From an optimization exercise on the open Yosys and OpenROAD flow, aimed at small area; shortcuts taken in it are not production practice.
Where RTL was checked, it was by simulation tests only, not by an equivalence proof against the original.
Power figures rest on the tool's default switching activity, not on a simulated workload.

==> flow/design.v (excerpt) <==
module api_extension(
                     input wire           clk,
                     input wire           reset,
                     input wire [1 : 0]   command,
                     output wire [1 : 0]  status,
                     input wire [31 : 0]  address,
                     input wire [31 : 0]  write_data,
                     output wire [31 : 0] read_data,
                     output wire          nts_cs,
                     output wire          nts_we,
                     output wire [23 : 0] nts_address,
                     output wire [31 : 0] nts_write_data,
                     input wire  [31 : 0] nts_read_data,
                     input wire           nts_ready,
                     output wire          pp_cs,
                     output wire          pp_we,
                     output wire [23 : 0] pp_address,
                     output wire [31 : 0] pp_write_data,
                     input wire  [31 : 0] pp_read_data,
                     input wire           pp_ready,
                     output wire          dp_cs,
                     output wire          dp_we,
                     output wire [23 : 0] dp_address,
                     output wire [31 : 0] dp_write_data,
                     input wire  [31 : 0] dp_read_data,
                     input wire           dp_ready,
                     output wire          merge_cs,
                     output wire          merge_we,
                     output wire [7 : 0]  merge_address,
                     output wire [31 : 0] merge_write_data,
                     input wire  [31 : 0] merge_read_data,
                     input wire           merge_ready,
                     output wire          rosc_cs,
                     output wire          rosc_we,
                     output wire [7 : 0]  rosc_address,
  ...
==> module api_extension, before the edit <==
module api_extension(
                     input wire           clk,
                     input wire           reset,
                     input wire [1 : 0]   command,
                     output wire [1 : 0]  status,
                     input wire [31 : 0]  address,
                     input wire [31 : 0]  write_data,
                     output wire [31 : 0] read_data,
                     output wire          nts_cs,
                     output wire          nts_we,
                     output wire [23 : 0] nts_address,
                     output wire [31 : 0] nts_write_data,
                     input wire  [31 : 0] nts_read_data,
                     input wire           nts_ready,
                     output wire          pp_cs,
                     output wire          pp_we,
                     output wire [23 : 0] pp_address,
                     output wire [31 : 0] pp_write_data,
                     input wire  [31 : 0] pp_read_data,
                     input wire           pp_ready,
                     output wire          dp_cs,
                     output wire          dp_we,
                     output wire [23 : 0] dp_address,
                     output wire [31 : 0] dp_write_data,
                     input wire  [31 : 0] dp_read_data,
                     input wire           dp_ready,
                     output wire          merge_cs,
                     output wire          merge_we,
                     output wire [7 : 0]  merge_address,
                     output wire [31 : 0] merge_write_data,
                     input wire  [31 : 0] merge_read_data,
                     input wire           merge_ready,
                     output wire          rosc_cs,
                     output wire          rosc_we,
                     output wire [7 : 0]  rosc_address,
                     output wire [31 : 0] rosc_write_data,
                     input wire  [31 : 0] rosc_read_data,
                     input wire           rosc_ready
                    );
  localparam CORE_NAME0       = 32'h6170692d;  
  localparam CORE_NAME1       = 32'h65787420;  
  localparam CORE_VERSION     = 32'h302e3232;  
  localparam ERROR_DATA       = 32'hdeaddead;
  reg          status_lo_reg;
  reg          status_hi_reg;
  reg [1 : 0]  phase_reg;
  reg          op_a_set_reg;
  reg          op_b_set_reg;
  reg [31 : 0] op_a_reg;
  reg [31 : 0] op_b_reg;
  reg [2 : 0]  carry_reg;
  reg [31 : 0] read_data_reg;
  wire       busy     = ~status_lo_reg;
  wire       cmd_act  = |command;
  wire       cmd_wr   = &command;
  wire [7:0] prefix   = address[31 : 24];
  wire [7:0] low      = address[7 : 0];
  wire hit_api   = prefix == 8'h00;
  wire hit_pp    = prefix == 8'h10;
  wire hit_nts   = prefix == 8'h20;
  wire hit_dp    = prefix == 8'h40;
  wire hit_merge = prefix == 8'h60;
  wire hit_rosc  = prefix == 8'hfe;
  wire hit_none  = ~(hit_api | hit_pp | hit_nts | hit_dp | hit_merge | hit_rosc);
  wire target_ready = (hit_pp    & pp_ready)    |
                      (hit_nts   & nts_ready)   |
                      (hit_dp    & dp_ready)    |
                      (hit_merge & merge_ready) |
                      (hit_rosc  & rosc_ready)  |
                      hit_api | hit_none;
  wire write_op_a = busy & cmd_wr & hit_api & (low == 8'h10);
  wire write_op_b = busy & cmd_wr & hit_api & (low == 8'h11);
  assign status           = {status_hi_reg, status_lo_reg};
  assign read_data        = read_data_reg;
  assign nts_cs           = busy & hit_nts;
  assign nts_we           = busy & hit_nts & cmd_wr;
  assign nts_address      = address[23 : 0];
  assign nts_write_data   = write_data;
  assign pp_cs            = busy & hit_pp;
  assign pp_we            = busy & hit_pp & cmd_wr;
  assign pp_address       = address[23 : 0];
  assign pp_write_data    = write_data;
  assign dp_cs            = busy & hit_dp;
  assign dp_we            = busy & hit_dp & cmd_wr;
  assign dp_address       = address[23 : 0];
  assign dp_write_data    = write_data;
  assign merge_cs         = busy & hit_merge;
  assign merge_we         = busy & hit_merge & cmd_wr;
  assign merge_address    = address[7 : 0];
  assign merge_write_data = write_data;
  assign rosc_cs          = busy & hit_rosc;
  assign rosc_we          = busy & hit_rosc & cmd_wr;
  assign rosc_address     = address[7 : 0];
  assign rosc_write_data  = write_data;
  wire [31 : 0] carry;
  wire [31 : 0] sum;
  assign carry[0]  = 1'b0;
  assign carry[8]  = carry_reg[0];
  assign carry[16] = carry_reg[1];
  assign carry[24] = carry_reg[2];
  wire gate_a = hit_api & op_a_set_reg & ((low == 8'h10) | (low == 8'h12));
  wire gate_b = hit_api & op_b_set_reg & ((low == 8'h11) | (low == 8'h12));
  wire [31 : 0] add_a = op_a_reg & {32{gate_a}};
  wire [31 : 0] add_b = op_b_reg & {32{gate_b}};
  genvar i;
  generate
    for (i = 0 ; i < 32 ; i = i + 1)
      begin : adder
        assign sum[i] = add_a[i] ^ add_b[i] ^ carry[i];
        if ((i % 8) != 7)
          assign carry[i + 1] = (add_a[i] & add_b[i]) | (add_a[i] & carry[i]) |
                                (carry[i] & add_b[i]);
      end
  endgenerate
  wire cout7  = (add_a[7]  & add_b[7])  | (carry[7]  & (add_a[7]  ^ add_b[7]));
  wire cout15 = (add_a[15] & add_b[15]) | (carry[15] & (add_a[15] ^ add_b[15]));
  wire cout23 = (add_a[23] & add_b[23]) | (carry[23] & (add_a[23] ^ add_b[23]));
  wire use_sum = hit_api & ((low == 8'h10) | (low == 8'h11) | (low == 8'h12));
  wire [31 : 0] read_data_new = {32{busy}} & (
    ({32{hit_pp}}    & pp_read_data)    |
    ({32{hit_nts}}   & nts_read_data)   |
    ({32{hit_dp}}    & dp_read_data)    |
    ({32{hit_merge}} & merge_read_data) |
    ({32{hit_rosc}}  & rosc_read_data)  |
    ({32{hit_none}}  & ERROR_DATA)      |
    ({32{use_sum}}   & sum)             |
    ({32{hit_api & (low == 8'h00)}} & CORE_NAME0)   |
    ({32{hit_api & (low == 8'h01)}} & CORE_NAME1)   |
    ({32{hit_api & (low == 8'h02)}} & CORE_VERSION));
  always @ (posedge clk)
    begin : data_update
      carry_reg <= {cout23, cout15, cout7};
      if (write_op_a)
        op_a_reg <= write_data;
      if (write_op_b)
        op_b_reg <= write_data;
      read_data_reg <= read_data_new | ({32{~busy}} & read_data_reg);
    end
  always @ (posedge clk or posedge reset)
    begin : ctrl_update
      if (reset)
        begin
          status_lo_reg <= 1'b1;
          status_hi_reg <= 1'b0;
          phase_reg     <= 2'h0;
          op_a_set_reg  <= 1'b0;
          op_b_set_reg  <= 1'b0;
        end
      else
        begin
          if (write_op_a)
            op_a_set_reg <= 1'b1;
          if (write_op_b)
            op_b_set_reg <= 1'b1;
          if (status_lo_reg)
            begin
              case (phase_reg)
                2'h0:
                  if (cmd_act)
                    phase_reg <= 2'h1;
                2'h1:
                  begin
                    status_lo_reg <= 1'b0;
                    phase_reg     <= 2'h0;
                  end
                2'h2:
                  if (!cmd_act)
                    phase_reg <= 2'h3;
                2'h3:
                  begin
                    status_hi_reg <= 1'b0;
                    phase_reg     <= cmd_act ? 2'h1 : 2'h0;
                  end
              endcase
            end
          else
            begin
              case (phase_reg)
                2'h0:
                  phase_reg <= 2'h1;
                2'h1, 2'h2:
                  phase_reg <= target_ready ? 2'h3 : 2'h2;
                2'h3:
                  begin
                    status_lo_reg <= 1'b1;
                    status_hi_reg <= hit_none;
                    phase_reg     <= 2'h2;
                  end
              endcase
            end
        end
    end
endmodule  
export LEC_CHECK = 0
export CAP_MARGIN = 20
export CORE_MARGIN = 2
export CORE_UTILIZATION = 65
export SLEW_MARGIN = 20
create_clock -name core_clock -period 5.0 [get_ports {clk}]
standard.sh (not shown) runs the stock make flow with config.mk's settings and CLKGATE_MAP_FILE= SYNTH_SCRIPT=/design/flow/synth_recipe.tcl, a recipe that flattens the netlist after the stock synthesis.
==> flow/flow/run.sh <==
#!/bin/bash
# Standard layout (the standard.sh) with three changes to how it is made:
# buf_1 as the port buffer cell, pins allowed on neighbouring tracks so a
# smaller die still holds all the ports, and a clock tree of small clock
# buffers without dummy loads.
set -euo pipefail
bash standard.sh \
  'BUFFER_PORTS_ARGS=-buffer_cell sky130_fd_sc_hd__buf_1' \
  'PLACE_PINS_ARGS=-min_distance 1 -min_distance_in_tracks' \
  'CTS_ARGS=-sink_clustering_enable -repair_clock_nets -dont_use_dummy_load -buf_list {sky130_fd_sc_hd__clkbuf_4 sky130_fd_sc_hd__clkbuf_8}' \
  finish > standard.log 2>&1
Edit:
--- a/flow/design.v
+++ b/flow/design.v
@@ -48,8 +48,10 @@
   reg          op_b_set_reg;
   reg [31 : 0] op_a_reg;
   reg [31 : 0] op_b_reg;
   reg [2 : 0]  carry_reg;
+  reg          gate_a_reg;
+  reg          gate_b_reg;
   reg [31 : 0] read_data_reg;
   wire       busy     = ~status_lo_reg;
   wire       cmd_act  = |command;
   wire       cmd_wr   = &command;
@@ -97,12 +99,10 @@
   assign carry[0]  = 1'b0;
   assign carry[8]  = carry_reg[0];
   assign carry[16] = carry_reg[1];
   assign carry[24] = carry_reg[2];
-  wire gate_a = hit_api & op_a_set_reg & ((low == 8'h10) | (low == 8'h12));
-  wire gate_b = hit_api & op_b_set_reg & ((low == 8'h11) | (low == 8'h12));
-  wire [31 : 0] add_a = op_a_reg & {32{gate_a}};
-  wire [31 : 0] add_b = op_b_reg & {32{gate_b}};
+  wire [31 : 0] add_a = op_a_reg & {32{gate_a_reg}};
+  wire [31 : 0] add_b = op_b_reg & {32{gate_b_reg}};
   genvar i;
   generate
     for (i = 0 ; i < 32 ; i = i + 1)
       begin : adder
@@ -128,9 +128,11 @@
     ({32{hit_api & (low == 8'h01)}} & CORE_NAME1)   |
     ({32{hit_api & (low == 8'h02)}} & CORE_VERSION));
   always @ (posedge clk)
     begin : data_update
-      carry_reg <= {cout23, cout15, cout7};
+      carry_reg  <= {cout23, cout15, cout7};
+      gate_a_reg <= hit_api & op_a_set_reg & ((low == 8'h10) | (low == 8'h12));
+      gate_b_reg <= hit_api & op_b_set_reg & ((low == 8'h11) | (low == 8'h12));
       if (write_op_a)
         op_a_reg <= write_data;
       if (write_op_b)
         op_b_reg <= write_data;
The new run finished clean.
Setup slack gains 0.57 ns.
Synthesized area came out higher by a few percent.
Total power barely changes.
Core utilization came out lower by 3.3 points.
Cell area came out lower by a few percent.
Clock skew barely changes.
Fmax came out higher by roughly a tenth.
Clock power is about the same.
No functional check of the RTL was part of the first run of this note.

re-timing with driven ports:
The results above use ideal ports. As a check the final layouts listed here were re-extracted and re-timed, cells and wires unchanged. Step 1: set_driving_cell puts a clkbuf_16 on clk and a buf_2 on each other input, an assumption about the parent block. Step 2, shift: input delay + t, output delay - t, t = (earliest + latest rising clock arrival at the registers) / 2. This alone moves slack from input paths to output paths. a / b / c = no drivers / after step 1 / after step 2; a / b = the first two.
run | t, ns | slack for setup (ns) | worst register clock-pin slew, ns | cell pins on the clock port's net
the first run | 0.395 | 0.071 / 0.062 / -0.333 | 0.10 / 0.10 | 1
the second run | 0.399 | 0.638 / 0.638 / 0.638 | 0.10 / 0.10 | 1
With both steps, setup timing fails in the first run, where it was met with ideal ports. The setup slack of the first run, which loses most, moves by -0.009 ns with the drivers and by -0.404 ns with both steps.
